What follows belongs to an exercise in optimizing a design on an open flow for small area and a short achievable clock period; a production flow would make more cautious choices.
RTL that was checked went through simulation tests only; none was proved equivalent to the original.
No functional check of the RTL was part of run 1.

==> flow/design.v, too long to show whole: its modules and the start of the top module <==
// module intt4point: 1279 lines
module intt4point(
    input clk, rst,
    input [15:0] in0, in1, in2, in3,
    output [15:0] out0, out1, out2, out3
);
  // ...
==> flow/flow/run.sh <==
#!/bin/bash
# Standard ORFS layout, with one extra step between synthesis and floorplan:
# flow/fixinv.py removes inverters between full adders by flipping the
# polarity of self-dual full-adder cells (registers and ports untouched)
# and gives the latest-arriving input of each full adder its fastest pin.
# Port buffers are plain sky130 buf_1 cells instead of the delay buffer that
# buffer_ports picks by default; every input and output still gets its buffer.
set -euo pipefail
export BUFFER_PORTS_ARGS="-buffer_cell sky130_fd_sc_hd__buf_1"
cd "$(dirname "$0")/.."
R=orfs/results/${FLOW_PLATFORM:-sky130hd}/intt4point/base
bash standard.sh synth > synth.log 2>&1
cp $R/1_2_yosys.v 1_2_yosys.orig.v
python3 flow/fixinv.py 1_2_yosys.orig.v $R/1_2_yosys.v > fixinv.log 2>&1
rm -f $R/1_synth.odb $R/1_synth.sdc
bash standard.sh > layout.log 2>&1
==> flow/flow/fixinv.py <==
#!/usr/bin/env python3
"""Remove inverters between full adders by flipping full-adder polarity.

A full adder is self-dual: FA(~a, ~b, ~c) = (~sum, ~cout). This pass
collapses inverter chains, chooses for every sky130 fa cell whether it
computes the true or the complemented function, and re-inserts only the
inverters the chosen polarities need. Registers, ports and all other cells
are left as they are. usage: fixinv.py IN.v OUT.v
"""
import re, sys
from collections import defaultdict

OUTPINS = {'X', 'Y', 'Q', 'Q_N', 'SUM', 'COUT', 'HI', 'LO'}
src = open(sys.argv[1]).read()
inst_re = re.compile(r'^  (sky130_fd_sc_hd__\w+) (\S+(?: )?) \(\n(.*?)\n  \);\n', re.S | re.M)
pin_re = re.compile(r'\.(\w+)\((.*?)\)(?:,)?$')

cells = []
first = None; last = None
for m in inst_re.finditer(src):
    if first is None: first = m.start()
    last = m.end()
    pins = []
    for line in m.group(3).split('\n'):
        pm = pin_re.match(line.strip())
        if not pm: raise SystemExit('cannot parse pin line: ' + line)
        pins.append([pm.group(1), pm.group(2)])
    cells.append({'type': m.group(1), 'name': m.group(2), 'pins': pins})
head = src[:first]; tail = src[last:]
if inst_re.sub('', src[first:last]).strip():
    raise SystemExit('unparsed text between instances')

ports = set()
for m in re.finditer(r'^\s*(input|output)\s+(?:\[(\d+):(\d+)\]\s+)?(\w+);', head, re.M):
    if m.group(2):
        for i in range(int(m.group(3)), int(m.group(2)) + 1): ports.add(f'{m.group(4)}[{i}]')
    else:
        ports.add(m.group(4))

def is_inv(c):
    return re.match(r'sky130_fd_sc_hd__(clk)?inv_\d+$', c['type']) is not None

driver = {}
for c in cells:
    for p, n in c['pins']:
        if p in OUTPINS: driver[n] = (c, p)

removable = []
for c in cells:
    if is_inv(c):
        pd = dict(c['pins'])
        if pd['Y'] not in ports and pd['A'] != 'clk':
            c['rm'] = True; removable.append(c)

def root(n):
    par = 0
    while n in driver and driver[n][0].get('rm'):
        n = dict(driver[n][0]['pins'])['A']; par ^= 1
    return n, par

fa = [c for c in cells if c['type'].startswith('sky130_fd_sc_hd__fa_')]
for c in fa:
    c['flip'] = 0
    c['can'] = all(n not in ports for p, n in c['pins'] if p in OUTPINS)

# loads: (cell, pin index, root, parity)
loads = defaultdict(list)
for c in cells:
    if c.get('rm'): continue
    for i, (p, n) in enumerate(c['pins']):
        if p in OUTPINS: continue
        r, par = root(n)
        loads[r].append((c, i, par))
# roots whose logical value is required at a port through a removed inverter chain cannot happen
# (inverters driving ports are kept).

ha_in = {}   # id(ha) -> {'A': (root, par), 'B': (root, par)}
for c in cells:
    if c.get('rm') or not c['type'].startswith('sky130_fd_sc_hd__ha_'): continue
    d = {}
    for p, n in c['pins']:
        if p in ('A', 'B'): d[p] = root(n)
    ha_in[id(c)] = d
partner = defaultdict(set)
for d in ha_in.values():
    partner[d['A'][0]].add(d['B'][0]); partner[d['B'][0]].add(d['A'][0])

def rootflip(r):
    d = driver.get(r)
    return d[0].get('flip', 0) if d else 0

def is_ha(c): return c['type'].startswith('sky130_fd_sc_hd__ha_')
XTOG = {'sky130_fd_sc_hd__xor2_1': 'sky130_fd_sc_hd__xnor2_1', 'sky130_fd_sc_hd__xnor2_1': 'sky130_fd_sc_hd__xor2_1',
        'sky130_fd_sc_hd__xor2_2': 'sky130_fd_sc_hd__xnor2_2', 'sky130_fd_sc_hd__xnor2_2': 'sky130_fd_sc_hd__xor2_2'}
def is_x(c): return c['type'] in XTOG
def pinneed(c, i, par, r):
    """1 if this load pin needs the complement of root r's physical net."""
    n = par ^ rootflip(r) ^ c.get('flip', 0)
    if n and is_x(c):
        return 0         # an xor/xnor input of the other polarity: swap xor2 <-> xnor2
    if n and is_ha(c):
        pa = ha_in[id(c)]
        other = pa['B'] if c['pins'][i][0] == 'A' else pa['A']
        if other[1] ^ rootflip(other[0]):
            return 0     # both inputs complemented: becomes xor2 + nor2
    return n
def need(r):
    return any(pinneed(c, i, par, r) for c, i, par in loads[r])

fa_roots = defaultdict(set)   # fa cell -> roots it touches
for r, ls in loads.items():
    for c, i, par in ls:
        if c in fa: fa_roots[id(c)].add(r)
for c in fa:
    for p, n in c['pins']:
        if p in OUTPINS: fa_roots[id(c)].add(n)
for c in fa:
    extra_r = set()
    for r in fa_roots[id(c)]: extra_r |= partner.get(r, set())
    fa_roots[id(c)] |= extra_r

before = sum(1 for r in loads if need(r))
import random, math
rng = random.Random(1)
flippable = [c for c in fa if c['can']]
def total(): return sum(1 for r in loads if need(r))
def greedy():
    improved = True
    while improved:
        improved = False
        for c in flippable:
            rs = fa_roots[id(c)]
            old = sum(1 for r in rs if need(r))
            c['flip'] ^= 1
            new = sum(1 for r in rs if need(r))
            if new < old: improved = True
            else: c['flip'] ^= 1
greedy()
cur = total(); best = cur; bestf = [c['flip'] for c in flippable]
T = 2.0
steps = 400000 if flippable else 0
for it in range(steps):
    c = rng.choice(flippable)
    rs = fa_roots[id(c)]
    old = sum(1 for r in rs if need(r))
    c['flip'] ^= 1
    new = sum(1 for r in rs if need(r))
    dlt = new - old
    if dlt <= 0 or rng.random() < math.exp(-dlt / T):
        cur += dlt
        if cur < best:
            best = cur; bestf = [x['flip'] for x in flippable]
    else:
        c['flip'] ^= 1
    T = max(0.05, 2.0 * (1 - it / steps))
for c, f in zip(flippable, bestf): c['flip'] = f
greedy()
after = total()

newwires = []; newcells = []
invnet = {}
k = 0
nconv = 0
for c in cells:
    if c.get('rm') or not is_ha(c): continue
    d = ha_in[id(c)]
    if (d['A'][1] ^ rootflip(d['A'][0])) and (d['B'][1] ^ rootflip(d['B'][0])):
        c['conv'] = True; nconv += 1
for r, ls in loads.items():
    f = rootflip(r)
    for c, i, par in ls:
        if c.get('conv'):
            c['pins'][i][1] = r
            continue
        if is_x(c):
            if par ^ f ^ c.get('flip', 0):
                c['xtog'] = c.get('xtog', 0) ^ 1
            c['pins'][i][1] = r
            continue
        if par ^ f ^ c.get('flip', 0):
            if r not in invnet:
                k += 1
                nn = f'_fixinv_n{k}_'
                invnet[r] = nn; newwires.append(nn)
                newcells.append({'type': 'sky130_fd_sc_hd__inv_1', 'name': f'_fixinv_c{k}_',
                                 'pins': [['A', r], ['Y', nn]]})
            c['pins'][i][1] = invnet[r]
        else:
            c['pins'][i][1] = r

# Full-adder inputs are interchangeable: give the latest-arriving net the CIN
# pin (the fastest one) and the earliest the A pin (the slowest), using a
# rough unit-delay estimate of arrival times.
def swap_fa_pins(allcells):
    drv = {}
    for c in allcells:
        for p, n in c['pins']:
            if p in OUTPINS: drv[n] = c
    arr = {}
    busy = set()
    def cell_in(c):
        return [n for p, n in c['pins'] if p not in OUTPINS and p != 'CLK']
    def arrival(n):
        if n in arr: return arr[n]
        c = drv.get(n)
        if c is None: arr[n] = 0.0; return 0.0
        t = c['type']
        if 'dfxtp' in t: arr[n] = 0.5; return 0.5
        if id(c) in busy: return 0.0
        busy.add(id(c))
        ins = [arrival(x) for x in cell_in(c)]
        busy.discard(id(c))
        m = max(ins) if ins else 0.0
        if '__fa_' in t:
            pd = dict(c['pins']); pin = [p for p, x in c['pins'] if x == n][0]
            ta, tb, tc = arrival(pd['A']), arrival(pd['B']), arrival(pd['CIN'])
            if pin == 'COUT': d = max(ta + 0.40, tb + 0.37, tc + 0.34)
            else: d = max(ta + 0.50, tb + 0.47, tc + 0.45)
        elif '__ha_' in t: d = m + 0.25
        elif 'inv' in t: d = m + 0.08
        else: d = m + 0.2
        arr[n] = d
        return d
    import sys
    sys.setrecursionlimit(100000)
    nsw = 0
    order = sorted([c for c in allcells if '__fa_' in c['type']], key=lambda c: max(arrival(n) for p, n in c['pins'] if p in ('A','B','CIN')))
    for c in order:
        idx = {p: i for i, (p, n) in enumerate(c['pins'])}
        ins = sorted([c['pins'][idx[p]][1] for p in ('A', 'B', 'CIN')], key=arrival)
        old = [c['pins'][idx[p]][1] for p in ('A', 'B', 'CIN')]
        if old != ins:
            nsw += 1
            for p, n in zip(('A', 'B', 'CIN'), ins): c['pins'][idx[p]][1] = n
            for p, n in c['pins']:
                if p in OUTPINS: arr.pop(n, None)
    return nsw

def emit(c):
    if c.get('xtog'):
        c = dict(c); c['type'] = XTOG[c['type']]
        c['pins'] = [[{'X': 'Y', 'Y': 'X'}.get(p, p), n] for p, n in c['pins']]
    if c.get('conv'):
        d = dict(c['pins'])
        return (f'  sky130_fd_sc_hd__xor2_1 {c["name"]}_x (\n    .A({d["A"]}),\n    .B({d["B"]}),\n    .X({d["SUM"]})\n  );\n'
                f'  sky130_fd_sc_hd__nor2_1 {c["name"]}_n (\n    .A({d["A"]}),\n    .B({d["B"]}),\n    .Y({d["COUT"]})\n  );\n')
    body = ',\n'.join(f'    .{p}({n})' for p, n in c['pins'])
    return f'  {c["type"]} {c["name"]} (\n{body}\n  );\n'

nswap = swap_fa_pins([c for c in cells if not c.get('rm')] + newcells)
out = head.rstrip('\n') + '\n' + ''.join(f'  wire {w};\n' for w in newwires)
out += ''.join(emit(c) for c in cells if not c.get('rm')) + ''.join(emit(c) for c in newcells) + tail
open(sys.argv[2], 'w').write(out)
print(f'fixinv: {len(removable)} inverters removed, {len(newcells)} added; '
      f'{nswap} full adders with inputs reordered; {sum(c["flip"] for c in fa)} of {len(fa)} full adders flipped; {nconv} half adders to xor2+nor2; roots needing inverter {before} -> {after}',
      file=sys.stderr)
==> flow/standard.sh <==
#!/bin/bash
# synth_recipe.tcl (not shown) runs the flow's synth.tcl, then flattens the netlist and writes it again
# the make line also repeats each setting of config.mk as NAME=value (left out here)
make -C /OpenROAD-flow-scripts/flow DESIGN_CONFIG=/design/flow/config.mk WORK_HOME=/design/flow/orfs CLKGATE_MAP_FILE= SYNTH_SCRIPT=/design/flow/synth_recipe.tcl "${@:-finish}"
==> flow/config.mk <==
export PLATFORM = sky130hd
export DESIGN_NAME = intt4point
export DESIGN_NICKNAME = intt4point
export VERILOG_FILES = /design/flow/design.v
export SDC_FILE = /design/flow/constraint.sdc
export NUM_CORES = 4
export LEC_CHECK = 0
export CAP_MARGIN = 20
export CORE_MARGIN = 2
export CORE_UTILIZATION = 75
export CTS_BUF_LIST = sky130_fd_sc_hd__clkbuf_8
export SLEW_MARGIN = 60
==> flow/constraint.sdc <==
create_clock -name core_clock -period 95.0 [get_ports {clk}]
set_input_delay 19.0000 -clock core_clock [delete_from_list [all_inputs] [get_ports {clk}]]
set_output_delay 19.0000 -clock core_clock [all_outputs]
set_load 0.01 [all_outputs]
==> run_results.csv, run 1 <==
group,metric,value,unit
timing,finalCriticalPeriod,27150,ps
route,dr.pass1.iters,4,
worst_setup_path,crit_top_cell,"fa_1",
route,wl_per_cell,19.4,um
worst_setup_path,crit_path_end_kind,"primary output",
status,status,"finished clean",
timing,timing.final.ws_setup,67850,ps
min_path,hold_end,"ra[10]$_SDFF_PP0_",
floorplanning,tap-cell-count,188,
placement,place_hpwl,21800,um
worst_setup_path,crit_cells,24,
yosys,synth.cell_area,11500,sq um
timing,fmax,36.8,MHz
floorplanning,num_rows,45,
timing,tns,0,ps
cells_and_area,largest_reg_flops,15,
yosys,ys_warn_count,1,
cells_and_area,multi_input_cells,730,
min_path,hold_depth,2,
clocking,cts.sinks,57,
cells_and_area,fillers,889,
route,drt_iter0_drc,311,
cells_and_area,fin_util,0.819,
clocking,cts_max_path_buffers,2,
placement,preCtsSetupSlack,68210,ps
==> run 2, diff against run 1 <==
--- a/flow/design.v
+++ b/flow/design.v
@@ -268,19 +268,17 @@
   wire c255 = (s226 & c234) | (s226 & c253) | (c234 & c253);
   wire s256 = s228 ^ 1'b0 ^ c255;
   wire c257 = (s228 & 1'b0) | (s228 & c255) | (1'b0 & c255);
   wire s258 = s231 ^ 1'b0 ^ c257;
   wire c259 = (s231 & 1'b0) | (s231 & c257) | (1'b0 & c257);
   wire s260 = s233 ^ 1'b0 ^ c259;
   wire c261 = (s233 & 1'b0) | (s233 & c259) | (1'b0 & c259);
   wire [13:0] v0 = {c261, s260, s258, s256, s254, s252, s250, s248, s246, s244, s242, s240, s238, s236};
-  wire v0ge = v0[13] | (&v0[12:9] & |v0[8:0]);
-  wire [12:0] v0s = v0[12:0] - 13'd7681;
-  wire [14:0] v0m = {~v0ge, 1'b0, v0s};
+  wire [14:0] v0m = {1'b0, v0} - 15'd7681;
   wire [12:0] z0 = v0m[14] ? v0[12:0] : v0m[12:0];
   wire n262 = ~ra[2];
   wire s263 = ra[0] ^ n262 ^ ra[5];
   wire c264 = (ra[0] & n262) | (ra[0] & ra[5]) | (n262 & ra[5]);
   wire s265 = ra[7] ^ ra[11] ^ rb[0];
   wire c266 = (ra[7] & ra[11]) | (ra[7] & rb[0]) | (ra[11] & rb[0]);
   wire n267 = ~rb[4];
   wire s268 = rb[2] ^ rb[3] ^ n267;
@@ -643,19 +641,17 @@
   wire s625 = p575 ^ g604;
   wire s626 = p576 ^ g612;
   wire s627 = p577 ^ g600;
   wire s628 = p578 ^ g614;
   wire s629 = p579 ^ g606;
   wire s630 = p580 ^ g616;
   wire s631 = p581 ^ g602;
   wire [13:0] v1 = {g618, s631, s630, s629, s628, s627, s626, s625, s624, s623, s622, s621, s620, p569};
-  wire v1ge = v1[13] | (&v1[12:9] & |v1[8:0]);
-  wire [12:0] v1s = v1[12:0] - 13'd7681;
-  wire [14:0] v1m = {~v1ge, 1'b0, v1s};
+  wire [14:0] v1m = {1'b0, v1} - 15'd7681;
   wire [12:0] z1 = v1m[14] ? v1[12:0] : v1m[12:0];
   wire n632 = ~rd[1];
   wire s633 = n632 ^ rd[3] ^ rd[6];
   wire c634 = (n632 & rd[3]) | (n632 & rd[6]) | (rd[3] & rd[6]);
   wire n635 = ~rd[10];
   wire s636 = n635 ^ rd[12] ^ s633;
   wire c637 = (n635 & rd[12]) | (n635 & s633) | (rd[12] & s633);
   wire n638 = ~rd[4];
@@ -881,19 +877,17 @@
   wire s858 = p808 ^ g837;
   wire s859 = p809 ^ g845;
   wire s860 = p810 ^ g833;
   wire s861 = p811 ^ g847;
   wire s862 = p812 ^ g839;
   wire s863 = p813 ^ g849;
   wire s864 = p814 ^ g835;
   wire [13:0] v2 = {g851, s864, s863, s862, s861, s860, s859, s858, s857, s856, s855, s854, s853, p802};
-  wire v2ge = v2[13] | (&v2[12:9] & |v2[8:0]);
-  wire [12:0] v2s = v2[12:0] - 13'd7681;
-  wire [14:0] v2m = {~v2ge, 1'b0, v2s};
+  wire [14:0] v2m = {1'b0, v2} - 15'd7681;
   wire [12:0] z2 = v2m[14] ? v2[12:0] : v2m[12:0];
   wire s865 = ra[0] ^ ra[2] ^ ra[3];
   wire c866 = (ra[0] & ra[2]) | (ra[0] & ra[3]) | (ra[2] & ra[3]);
   wire n867 = ~ra[4];
   wire s868 = n867 ^ ra[13] ^ rb[0];
   wire c869 = (n867 & ra[13]) | (n867 & rb[0]) | (ra[13] & rb[0]);
   wire n870 = ~rb[2];
   wire s871 = n870 ^ rb[5] ^ rb[7];
@@ -1250,19 +1244,17 @@
   wire s1222 = p1172 ^ g1201;
   wire s1223 = p1173 ^ g1209;
   wire s1224 = p1174 ^ g1197;
   wire s1225 = p1175 ^ g1211;
   wire s1226 = p1176 ^ g1203;
   wire s1227 = p1177 ^ g1213;
   wire s1228 = p1178 ^ g1199;
   wire [13:0] v3 = {g1215, s1228, s1227, s1226, s1225, s1224, s1223, s1222, s1221, s1220, s1219, s1218, s1217, p1166};
-  wire v3ge = v3[13] | (&v3[12:9] & |v3[8:0]);
-  wire [12:0] v3s = v3[12:0] - 13'd7681;
-  wire [14:0] v3m = {~v3ge, 1'b0, v3s};
+  wire [14:0] v3m = {1'b0, v3} - 15'd7681;
   wire [12:0] z3 = v3m[14] ? v3[12:0] : v3m[12:0];
   always @(posedge clk) begin
     if (rst) begin
       ra <= 14'd0;
       rb <= 14'd0;
       rs <= 15'd0;
       rd <= 15'd0;
     end else begin
==> flow/flow/run.sh (replaced) <==
#!/bin/bash
# Standard ORFS layout, with one extra step between synthesis and floorplan:
# flow/fixinv.py removes inverters between full adders by flipping the
# polarity of self-dual full-adder cells (registers and ports untouched)
# and gives the latest-arriving input of each full adder its fastest pin;
# flip-flops and inverters driving four or more pins get the x2 drive.
# Port buffers are plain sky130 buf_1 cells instead of the delay buffer that
# buffer_ports picks by default; every input and output still gets its buffer.
set -euo pipefail
export BUFFER_PORTS_ARGS="-buffer_cell sky130_fd_sc_hd__buf_1"
cd "$(dirname "$0")/.."
R=orfs/results/${FLOW_PLATFORM:-sky130hd}/intt4point/base
bash standard.sh synth > synth.log 2>&1
cp $R/1_2_yosys.v 1_2_yosys.orig.v
python3 flow/fixinv.py 1_2_yosys.orig.v $R/1_2_yosys.v > fixinv.log 2>&1
rm -f $R/1_synth.odb $R/1_synth.sdc
bash standard.sh > layout.log 2>&1
--- a/flow/flow/fixinv.py
+++ b/flow/flow/fixinv.py
@@ -243,14 +243,28 @@
     if c.get('conv'):
         d = dict(c['pins'])
         return (f'  sky130_fd_sc_hd__xor2_1 {c["name"]}_x (\n    .A({d["A"]}),\n    .B({d["B"]}),\n    .X({d["SUM"]})\n  );\n'
                 f'  sky130_fd_sc_hd__nor2_1 {c["name"]}_n (\n    .A({d["A"]}),\n    .B({d["B"]}),\n    .Y({d["COUT"]})\n  );\n')
     body = ',\n'.join(f'    .{p}({n})' for p, n in c['pins'])
     return f'  {c["type"]} {c["name"]} (\n{body}\n  );\n'
 
 nswap = swap_fa_pins([c for c in cells if not c.get('rm')] + newcells)
+# Upsize flip-flops and inverters that drive many pins (drive strength only;
+# the cell types stay the same).
+UPF = int(__import__('os').environ.get('FIXINV_UPSIZE', '4'))
+fan = defaultdict(int)
+for c in [c for c in cells if not c.get('rm')] + newcells:
+    for p, n in c['pins']:
+        if p not in OUTPINS: fan[n] += 1
+nup = 0
+if UPF > 0:
+    for c in [c for c in cells if not c.get('rm')] + newcells:
+        if c['type'] in ('sky130_fd_sc_hd__dfxtp_1', 'sky130_fd_sc_hd__inv_1'):
+            outn = [n for p, n in c['pins'] if p in OUTPINS][0]
+            if fan[outn] >= UPF:
+                c['type'] = c['type'][:-1] + '2'; nup += 1
 out = head.rstrip('\n') + '\n' + ''.join(f'  wire {w};\n' for w in newwires)
 out += ''.join(emit(c) for c in cells if not c.get('rm')) + ''.join(emit(c) for c in newcells) + tail
 open(sys.argv[2], 'w').write(out)
 print(f'fixinv: {len(removable)} inverters removed, {len(newcells)} added; '
-      f'{nswap} full adders with inputs reordered; {sum(c["flip"] for c in fa)} of {len(fa)} full adders flipped; {nconv} half adders to xor2+nor2; roots needing inverter {before} -> {after}',
+      f'{nswap} full adders with inputs reordered; {nup} cells upsized; {sum(c["flip"] for c in fa)} of {len(fa)} full adders flipped; {nconv} half adders to xor2+nor2; roots needing inverter {before} -> {after}',
       file=sys.stderr)
==> flow/config.mk (replaced) <==
export PLATFORM = sky130hd
export DESIGN_NAME = intt4point
export DESIGN_NICKNAME = intt4point
export VERILOG_FILES = /design/flow/design.v
export SDC_FILE = /design/flow/constraint.sdc
export NUM_CORES = 4
export LEC_CHECK = 0
export CAP_MARGIN = 20
export CORE_MARGIN = 2
export CORE_UTILIZATION = 80
export CTS_BUF_LIST = sky130_fd_sc_hd__clkbuf_16
export SLEW_MARGIN = 60
==> run_results.csv, run 2 <==
group,metric,value,unit
yosys,netlist_instances,952,
route,drt_iter0_drc,537,
yosys,ys_warn_count,1,
clocking,cts_tree,"done",
min_path,hold_end,"ra[12]$_SDFF_PP0_",
worst_setup_path,crit_fanout,8,
timing,fmax,36.8,MHz
placement,io_buffer_count,105,
cells_and_area,n_antenna_cell,0,
worst_setup_path,crit_type,"flip-flop to primary output",
min_path,hold_depth,4,
timing,rsz0062_at_grt,"no",
clocking,root_buffer,"clkbuf_16",
clocking,cts_max_path_buffers,2,
placement,place_hpwl,23500,um
worst_setup_path,crit_required,76000,ps
cells_and_area,drive_gt1_frac,0.0742,
grt,grt_pass1_vias,8995,
clocking,cts_setup_buffers,0,
grt,grt_pass1_wl,46400,um
yosys,avgSynthCellArea,12.1,sq um
cells_and_area,layout_common_cells,"fa_1 (339), inv_1 (139), buf_1 (104)",
grt,grt_max_degree,58,
clocking,clk_pin_slew,50,ps
floorplanning,die_area,15400,sq um
worst_setup_path,worstPathArrival,8190,ps
clocking,cts.sinks,57,
floorplanning,fp.dieH,124,um
route,vias_per_cell,6.34,
flow_run,drv_cap,0,
timing,tns,0,ps
cells_and_area,layout_commonest_cell,"fa_1",
worst_setup_path,crit_path_end_kind,"primary output",
cells_and_area,final_nets,1528,
route,dr.pass1.iters,5,
clocking,htreeDepth,3,
route,wl,30000,um
floorplanning,die-width,124,um
placement,placed_cells_incl_taps,1229,
worst_setup_path,startpoint,"rb[1]$_SDFF_PP0_",
placement,gp_congestion,1.01,
floorplanning,io_pins,130,
min_path,hold_path.startpoint,"in0[12]",
route,drc,0,
route,wl_per_cell,24.1,um
cells_and_area,synthToLayoutAreaGrowth,7.28,%
timing,final_max_slew_viol_count,0,
timing,min_period_over_period,0.286,
route,vias,7893,
cells_and_area,fillers,593,
route,postRouteAntennaNets,0,
cells_and_area,top_register,"rd",
grt,antenna_found_initial,0,
worst_setup_path,start_kind,"flip-flop",
grt,grt_use_total,0.426,
floorplanning,num_rows,43,
status,status,"finished clean",
timing,finalCriticalPeriod,27190,ps
timing,relSlewSlack,0.632,
cells_and_area,stdcell_count,1245,
grt,grt-ovfl-total,0,
floorplanning,core_area,14000,sq um
timing,tightestPinTransition,548,ps
floorplanning,start_util,0.826,
clocking,cts_hold_buf,0,
clocking,post_cts_resized,0,
timing,finalHoldViolCount,0,
min_path,hp-class,"input port to flip-flop",
clocking,cts_made_buffers,9,
timing,setup_viol,0,
cells_and_area,largest_reg_flops,15,
yosys,synth.cell_area,11600,sq um
## run 2: routing by layer
metal | routed length [um] | up-vias | GRT usage
li1 | - | 3104 | -
met1 | 9810 | 3970 | 0.476
met2 | 15100 | 595 | 0.719
met3 | 2890 | 224 | 0.126
met4 | 2240 | 0 | 0.264
met5 | 0 | - | 0
## run 2: how the worst max path moves through the flow
stage	cells past startpoint	end	slack [ps]
after detailed placement	25	out3[9]	68430
after global placement	24	out1[4]	68590
after CTS	24	out3[6]	67920
after global routing	25	out3[9]	67590
after floorplan	23	out1[4]	69290
final	24	out3[6]	67810
## run 2: worst max-delay path, stage by stage (launching register included)
cell,delay [ps]
dfxtp_2,540
inv_1,220
fa_1,550
fa_1,410
fa_1,410
fa_1,500
fa_1,450
fa_1,440
fa_1,440
fa_1,380
inv_1,70
ha_1,200
inv_1,70
ha_1,200
fa_1,400
a21oi_1,260
o31a_1,270
o31ai_1,160
fa_1,390
xor2_1,310
a41oi_1,280
a211oi_2,370
nand2_1,140
xnor2_1,210
buf_1,180
## run 2: final cells by class
type                    instances  area [sq um]  share of cell area
clock inverters                 7          62.6             0.00505
well taps                     180           225              0.0182
flip-flops and latches         57          1180              0.0953
inverters                     152           571              0.0460
multi-input cells             735          9730               0.785
clock buffers                   9           225              0.0182
repair buffers                105           404              0.0326
## run 2: through the flow
step                utilization  hold slack, ps  cell area, sq um  setup slack (ps)
floorplan                     -           19220             11600             69290
global placement          0.864           19420             12100             68590
detailed placement        0.865           19430             12100             68430
CTS                       0.886           19100             12400             67920
global route              0.886           19130             12400             67590
finish                    0.886           19100             12400             67810
==> run 3, diff against run 2 <==
--- a/flow/config.mk
+++ b/flow/config.mk
@@ -9,4 +9,4 @@
 export CORE_MARGIN = 2
-export CORE_UTILIZATION = 80
-export CTS_BUF_LIST = sky130_fd_sc_hd__clkbuf_16
+export CORE_UTILIZATION = 75
+export CTS_BUF_LIST = sky130_fd_sc_hd__clkbuf_8
 export SLEW_MARGIN = 60
==> run_results.csv, run 3 <==
group,metric,value,unit
worst_setup_path,slowest_delay,540,ps
worst_setup_path,crit_top_cell,"fa_1",
min_path,hp-class,"input port to flip-flop",
floorplanning,io_pins,130,
route,postRouteAntennaNets,0,
floorplanning,start_util,0.763,
cells_and_area,synthToLayoutAreaGrowth,6.56,%
route,wl,24500,um
clocking,cts.sinks,57,
yosys,netlist_instances,952,
cells_and_area,final_nets,1528,
placement,preCtsSetupSlack,68490,ps
clocking,cts_hold_buf,0,
timing,fmax,37.2,MHz
yosys,avgSynthCellArea,12.1,sq um
cells_and_area,n_antenna_cell,0,
status,status,"finished clean",
route,vias_per_cell,5.64,
cells_and_area,layout_common_cells,"fa_1 (339), inv_1 (138), buf_1 (104)",
clocking,cts_made_buffers,9,
worst_setup_path,crit_fanout,10,
yosys,ys_warn_count,1,
cells_and_area,drive_gt1_frac,0.0770,
cells_and_area,largest_reg_flops,15,
grt,grt-ovfl-total,0,
clocking,cts_tree,"done",
placement,place_hpwl,21700,um
floorplanning,fp.dieH,128,um
grt,grt_pass1_wl,40100,um
worst_setup_path,crit_buf_inv,4,
floorplanning,die_area,16400,sq um
flow_run,drv_cap,0,
worst_setup_path,crit_type,"flip-flop to primary output",
clocking,htreeDepth,3,
worst_setup_path,critPathTopFamily,"adder cells",
floorplanning,die-width,128,um
floorplanning,num_rows,45,
timing,finalCriticalPeriod,26850,ps
grt,grt_use_total,0.331,
placement,io_buffer_count,105,
timing,tns,0,ps
timing,rsz0062_at_grt,"no",
grt,antenna_found_initial,0,
clocking,clk_pin_slew,70,ps
clocking,cts_setup_buffers,0,
worst_setup_path,slowest_stage,"dfxtp_2",
grt,grt_max_degree,58,
timing,min_period_over_period,0.283,
placement,gp_congestion,1.01,
worst_setup_path,worstPathArrival,7850,ps
route,vias,7066,
floorplanning,core_area,15100,sq um
clocking,post_cts_resized,0,
route,drc,0,
timing,finalHoldViolCount,0,
timing,setup_viol,0,
yosys,synth.cell_area,11600,sq um
cells_and_area,layout_commonest_cell,"fa_1",
worst_setup_path,worstPathCellList,"inv_2 -> fa_1 -> fa_1 -> fa_1 -> fa_1 -> fa_1 -> fa_1 -> fa_1 -> fa_1 -> inv_1 -> ha_1 -> inv_1 -> ha_1 -> fa_1 -> a21oi_1 -> o31a_1 -> o31ai_1 -> fa_1 -> xor2_1 -> a41oi_2 -> a31oi_4 -> nor3b_2 -> xor2_1 -> buf_1",
timing,final_max_slew_viol_count,0,
clocking,cts_max_path_buffers,2,
worst_setup_path,crit_path_end_kind,"primary output",
clocking,root_buffer,"clkbuf_8",
route,dr.pass1.iters,4,
route,drt_iter0_drc,367,
cells_and_area,top_register,"rd",
timing,timing.final.ws_setup,68150,ps
route,wl_per_cell,19.5,um
grt,grt_pass1_vias,7977,
worst_setup_path,crit_required,76000,ps
worst_setup_path,start_kind,"flip-flop",
==> run 3: stage by stage <==
step	cells	cell area (sq um)	utilization	hold WS, ps
2_1_floorplan	963	11600	-	19220
3_3_place_gp	1237	12100	0.799	19420
3_5_place_dp	1237	12100	0.800	19420
4_1_cts	1253	12300	0.812	19060
5_1_grt	1253	12300	0.813	19090
6_report	1253	12300	0.813	19070
==> run 3: final cells by class <==
cell class	instances	area (sq um)
inverters	152	571
flip-flops and latches	57	1180
well taps	188	235
clock buffers	9	124
clock inverters	7	70.1
repair buffers	105	404
fillers	920	2830
multi-input cells	735	9730
==> run 3: path summary, 6_finish.rpt <==
check | from | endpoint | slack [ps] | cells past startpoint
worst max-delay path | ra[1]$_SDFF_PP0_ | out1[4] | 68150 | 24
worst min-delay path | in0[11] | ra[11]$_SDFF_PP0_ | 19070 | 4
==> run 3: layer usage <==
metal,vias to the layer above,GRT usage,part of all wire
li1,3096,-,-
met5,-,0,0
met4,0,0.0970,0.032
met2,301,0.564,0.51
met3,66,0.0818,0.076
met1,3603,0.431,0.38
==> run 4, diff against run 3 <==
--- a/flow/config.mk
+++ b/flow/config.mk
@@ -9,4 +9,4 @@
 export CORE_MARGIN = 2
-export CORE_UTILIZATION = 75
+export CORE_UTILIZATION = 70
 export CTS_BUF_LIST = sky130_fd_sc_hd__clkbuf_8
-export SLEW_MARGIN = 60
+export SLEW_MARGIN = 50
==> run_results.csv, run 4 <==
group,metric,value,unit
floorplanning,io_pins,130,
clocking,cts_made_buffers,9,
worst_setup_path,crit_required,76000,ps
clocking,cts_hold_buf,0,
yosys,avgSynthCellArea,12.1,sq um
placement,place_area,12100,sq um
yosys,netlist_instances,952,
floorplanning,core_area,16000,sq um
clocking,clk_pin_slew,70,ps
min_path,hold_depth,4,
route,drc,0,
timing,rsz0062_at_grt,"no",
timing,tns,0,ps
grt,antenna_found_initial,0,
route,postRouteAntennaNets,0,
flow_run,drv_cap,0,
route,wl_per_cell,18.7,um
route,vias,7079,
timing,final_max_slew_viol_count,0,
floorplanning,num_rows,46,
cells_and_area,fin_area,12400,sq um
clocking,root_buffer,"clkbuf_8",
grt,grt_util_met2,0.520,
clocking,htreeDepth,3,
route,dr.pass1.iters,4,
timing,fmax,37.2,MHz
floorplanning,start_util,0.722,
route,vias_per_cell,5.53,
worst_setup_path,crit_type,"flip-flop to primary output",
timing,finalCriticalPeriod,26850,ps
clocking,cts_tree,"done",
worst_setup_path,start_kind,"flip-flop",
route,drt_iter0_drc,352,
timing,whs,19080,ps
cells_and_area,layout_common_cells,"fa_1 (339), inv_1 (138), buf_1 (104)",
clocking,cts_setup_buffers,0,
clocking,cts.sinks,57,
min_path,hold_end,"ra[12]$_SDFF_PP0_",
grt,use_met3,0.0567,
worst_setup_path,worstPathArrival,7850,ps
timing,tightestPinTransition,611,ps
placement,place_hpwl,21200,um
worst_setup_path,crit_path_end_kind,"primary output",
cells_and_area,synthToLayoutAreaGrowth,7.22,%
timing,relSlewSlack,0.593,
floorplanning,die-width,132,um
cells_and_area,final_nets,1528,
yosys,ys_warn_count,1,
min_path,hold_path.startpoint,"in0[12]",
placement,gp_congestion,0.975,
floorplanning,die_area,17600,sq um
grt,grt_max_degree,58,
timing,min_period_over_period,0.283,
clocking,post_cts_resized,0,
placement,placed_cells_incl_taps,1265,
cells_and_area,final-seq-area,1180,sq um
cells_and_area,drive_gt1_frac,0.0761,
grt,grt_use_total,0.302,
cells_and_area,largest_reg_flops,15,
grt,gr-max-usage-layer,"met2",
cells_and_area,n_antenna_cell,0,
grt,met1_usage,0.397,
clocking,cts_max_path_buffers,2,
timing,setup_viol,0,
timing,finalHoldViolCount,0,
cells_and_area,multi_input_area,9720,sq um
status,status,"finished clean",
route,wl,23900,um
cells_and_area,layout_commonest_cell,"fa_1",
cells_and_area,fillers,1123,
floorplanning,fp.dieH,132,um
worst_setup_path,crit_fanout,8,
placement,io_buffer_count,105,
grt,grt_pass1_vias,8156,
min_path,hp-class,"input port to flip-flop",
grt,grt_pass1_wl,40200,um
grt,grt-ovfl-total,0,
cells_and_area,stdcell_count,1281,
cells_and_area,top_register,"rd",
yosys,synth.cell_area,11600,sq um
==> run 4: critical path, cell delays in order, from the launching register on <==
cell      delay (ps)
dfxtp_2          550
inv_1            230
fa_1             540
fa_1             400
fa_1             400
fa_1             490
fa_1             460
fa_1             400
fa_1             390
fa_1             370
inv_1             70
ha_1             170
inv_1             50
ha_1             180
fa_1             420
a21oi_1          210
o31a_1           260
o31ai_1          140
fa_1             390
xor2_1           300
a41oi_1          300
a21oi_2          360
nand3b_1         140
xnor2_1          140
buf_1            170
==> run 4: through the flow <==
step / utilization / worst slack [ps]
after floorplan: - / 69290
after global placement: 0.759 / 68600
after detailed placement: 0.759 / 68470
after CTS: 0.774 / 68110
after global routing: 0.774 / 67710
final: 0.774 / 68150
==> run 4: cell type report <==
type,count,share of cell area
well taps,216,0.0218
repair buffers,105,0.0321
multi-input cells,735,0.785
clock inverters,7,0.0101
inverters,152,0.0461
clock buffers,9,0.0100
flip-flops and latches,57,0.0953
==> run 4: worst max-delay path by stage <==
stage / startpoint / to / slack [ps] / cells past startpoint
2_1_floorplan: ra[1]$_SDFF_PP0_ / out1[4] / 69290 / 23
3_3_place_gp: ra[1]$_SDFF_PP0_ / out1[4] / 68600 / 24
3_5_place_dp: rb[1]$_SDFF_PP0_ / out3[5] / 68470 / 24
4_1_cts: rb[1]$_SDFF_PP0_ / out3[11] / 68110 / 25
5_1_grt: rb[1]$_SDFF_PP0_ / out3[11] / 67710 / 25
6_report: rb[1]$_SDFF_PP0_ / out3[5] / 68150 / 24
==> run 4: per-layer routing <==
metal / part of all wire / routed length [um] / vias to the layer above
met5: 0 / 0 / -
met4: 0.026 / 627 / 0
met3: 0.067 / 1590 / 60
met2: 0.51 / 12300 / 260
met1: 0.39 / 9410 / 3676
li1: - / - / 3083

## re-timing with driven ports
How much do the figures lean on ideal ports? The routed layouts below were timed once more, with nothing changed but the port constraints.
Step 1 sets driving cells, clkbuf_16 on the clock port and buf_2 on the other inputs (assumed; they add their load-dependent delay and slew).
Step 2 times the ports against the registers' clock, not the clock port: input delays grow and output delays shrink by t, the midpoint of the rising clock arrivals with the driver on.
Slacks: ideal / step 1 / step 2; pairs: ideal / step 1.
run	shift t [ns]	slack for setup (ns)	hold WS [ns]	worst setup path at the end	worst register clock-pin slew, ns
run 1	0.379	67.848 / 67.815 / 68.194	19.064 / 19.063 / 19.442	register to output	0.07 / 0.07
run 2	0.364	67.805 / 67.768 / 68.132	19.098 / 19.082 / 19.446	register to output	0.05 / 0.05
run 3	0.366	68.150 / 68.120 / 68.486	19.068 / 19.062 / 19.428	register to output	0.07 / 0.07
run 4	0.367	68.149 / 68.119 / 68.487	19.077 / 19.068 / 19.436	register to output	0.08 / 0.08
After both steps every run listed still meets setup and hold.
